Background: an optimization exercise with open tools, aiming at small area, a short achievable clock period and few clock cycles per item. Do not read the settings as production practice.
In this exercise RTL edits were held to simulation tests only and were not proved equivalent to the original.

## main
## y86_cpu
module y86_cpu(
    input         clk,
    input         rst,
    output [63:0] imem_addr,
    input  [79:0] imem_data,
    output [63:0] dmem_addr,
    output [63:0] dmem_wdata,
    output        dmem_we,
    input  [63:0] dmem_rdata,
    input  [3:0]  dbg_reg,
    output [63:0] dbg_val,
    output        halted,
    output [1:0]  stat
);
For scale: ~4700 cells after synthesis, ~51000 um^2 of cells after synthesis.
Settings: LEC_CHECK=0, ABC_CLOCK_PERIOD_IN_PS=30000, CAP_MARGIN=20, CORE_MARGIN=2, CORE_UTILIZATION=55, CTS_BUF_LIST=sky130_fd_sc_hd__clkbuf_8, CTS_CLUSTER_DIAMETER=60, CTS_CLUSTER_SIZE=16, SETUP_SLACK_MARGIN=3, SLEW_MARGIN=20, SYNTH_HIERARCHICAL=1; clock period 50.0 ns.
standard.sh (not shown) runs the stock make flow with config.mk's settings and CLKGATE_MAP_FILE= SYNTH_SCRIPT=/design/flow/synth_recipe.tcl, a recipe that flattens the netlist after the stock synthesis.
==> flow/flow/run.sh <==
#!/bin/bash
# Layout flow: the standard ORFS flow (standard.sh) with the standard
# synthesis, and these changes for the layout steps:
#  - the port buffers are plain buffers (sky130_fd_sc_hd__buf_1, which timing
#    repair may upsize) rather than the delay cells buffer_ports picks by
#    default;
#  - timing repair aims at a setup slack of REPAIR_MARGIN ns at the design's
#    clock period (the SDC is unchanged), so the resizer works on the paths
#    that set the achieved period;
set -euo pipefail
REPAIR_MARGIN=${REPAIR_MARGIN:-28.0}
CTS="-sink_clustering_enable -repair_clock_nets -sink_clustering_size 16"
CTS="$CTS -sink_clustering_max_diameter 60 -buf_list sky130_fd_sc_hd__clkbuf_8 -dont_use_dummy_load"
bash standard.sh synth > synth.log 2>&1
bash standard.sh "BUFFER_PORTS_ARGS=-buffer_cell sky130_fd_sc_hd__buf_1" \
  "SETUP_SLACK_MARGIN=$REPAIR_MARGIN" "CTS_ARGS=$CTS" finish > layout.log 2>&1
Testbench counts of main, summed over its fixed seeds: cycles 90,757, instrs 90,437.
Changes in the feature branch relative to main:
diff --git a/flow/design.v b/flow/design.v
--- a/flow/design.v
+++ b/flow/design.v
@@ -88,12 +88,21 @@
     end
     assign q[b] = ~(&t) | (fsel & f[b]);
   end
 endmodule
 module mx22(input s, sn, a, b, output y);
   assign y = (sn & a) | (s & b);
+endmodule
+module mx22n(input s, sn, a, b, output y);
+  assign y = ~((sn & a) | (s & b));
+endmodule
+module nor2m(input a, b, output y);
+  assign y = ~(a | b);
+endmodule
+module and2m(input a, b, output y);
+  assign y = a & b;
 endmodule
 module mx33(input a, b, c, d, e, f, output y);
   assign y = (a & b) | (c & d) | (e & f);
 endmodule
 module y86_cpu(
     input         clk,
@@ -165,16 +174,25 @@
     mx22 u(.s(wM), .sn(wV), .a(s2_val[g]), .b(dmem_rdata[g]), .y(Wz[g]));
   end
   wire [959:0] rflat;
   for (g = 0; g < 15; g = g + 1) begin : fl
     assign rflat[64*g +: 64] = R[g];
   end
-  wire [3:0] idxA = halted_r ? dbg_reg : rA;
+  wire [3:0] mp, mn;
+  for (g = 0; g < 4; g = g + 1) begin : sam
+    mx22  up(.s(halted_r), .sn(~halted_r), .a(rA[g]), .b(dbg_reg[g]), .y(mp[g]));
+    mx22n un(.s(halted_r), .sn(~halted_r), .a(rA[g]), .b(dbg_reg[g]), .y(mn[g]));
+  end
+  wire [3:0] plo, phi;
+  for (g = 0; g < 4; g = g + 1) begin : sap
+    nor2m ul(.a(g[0] ? mn[0] : mp[0]), .b(g[1] ? mn[1] : mp[1]), .y(plo[g]));
+    nor2m uh(.a(g[0] ? mn[2] : mp[2]), .b(g[1] ? mn[3] : mp[3]), .y(phi[g]));
+  end
   wire [14:0] selA;
   for (g = 0; g < 15; g = g + 1) begin : sla
-    assign selA[g] = (idxA == g);
+    and2m u(.a(plo[g % 4]), .b(phi[g / 4]), .y(selA[g]));
   end
   wire [63:0] portA;
   rf_read rdA(.sel(selA), .r(rflat), .q(portA));
   assign dbg_val = portA;
   wire fwdA = (s2_dst != 4'hF) & (s2_dst == rA);
   wire [63:0] A;
Results
Comparing main with the feature branch, the synthesized area came out essentially unchanged. Against main, clock-buffer cell count in the feature branch rose slightly. Wire: the feature branch routes less than main. Fraction of area in registers was lower in the run labelled main. The feature branch against main: wire length the detailed router placed on met1 now larger; final antenna diode count now larger; critical path depth now larger; post-layout minimum cycle time now larger. The feature branch vs. main: total half-perimeter wirelength after legalization and detailed placement climbed 2.2%, count of cells along the worst register-to-register path dropped about 16%.
Testbench counts of the feature branch, summed over its fixed seeds: cycles 90,757, instrs 90,437.

[re-timing with driven ports]
No port has a modelled driver above. Below, the same layouts with a new extraction and two added sets of constraints. Step 1 sets driving cells, clkbuf_16 on the clock port and buf_2 on the other inputs (assumed; they add their load-dependent delay and slew). Step 2, shift: input delay + t, output delay - t, t = (earliest + latest rising clock arrival at the registers) / 2. This alone moves slack from input paths to output paths. Three values: ideal ports, drivers, drivers and shift; two values: the first two.
run | t (ns) | slack for setup (ns) | cell pins on the clock port's net
main | 0.905 | 27.876 / 27.835 / 27.835 | 1
the feature branch | 0.941 | 27.853 / 27.811 / 27.811 | 1
After both steps setup and hold are still met in every run listed. The setup slack of the feature branch, which loses most, moves by -0.042 ns with the drivers and by -0.042 ns with both steps.
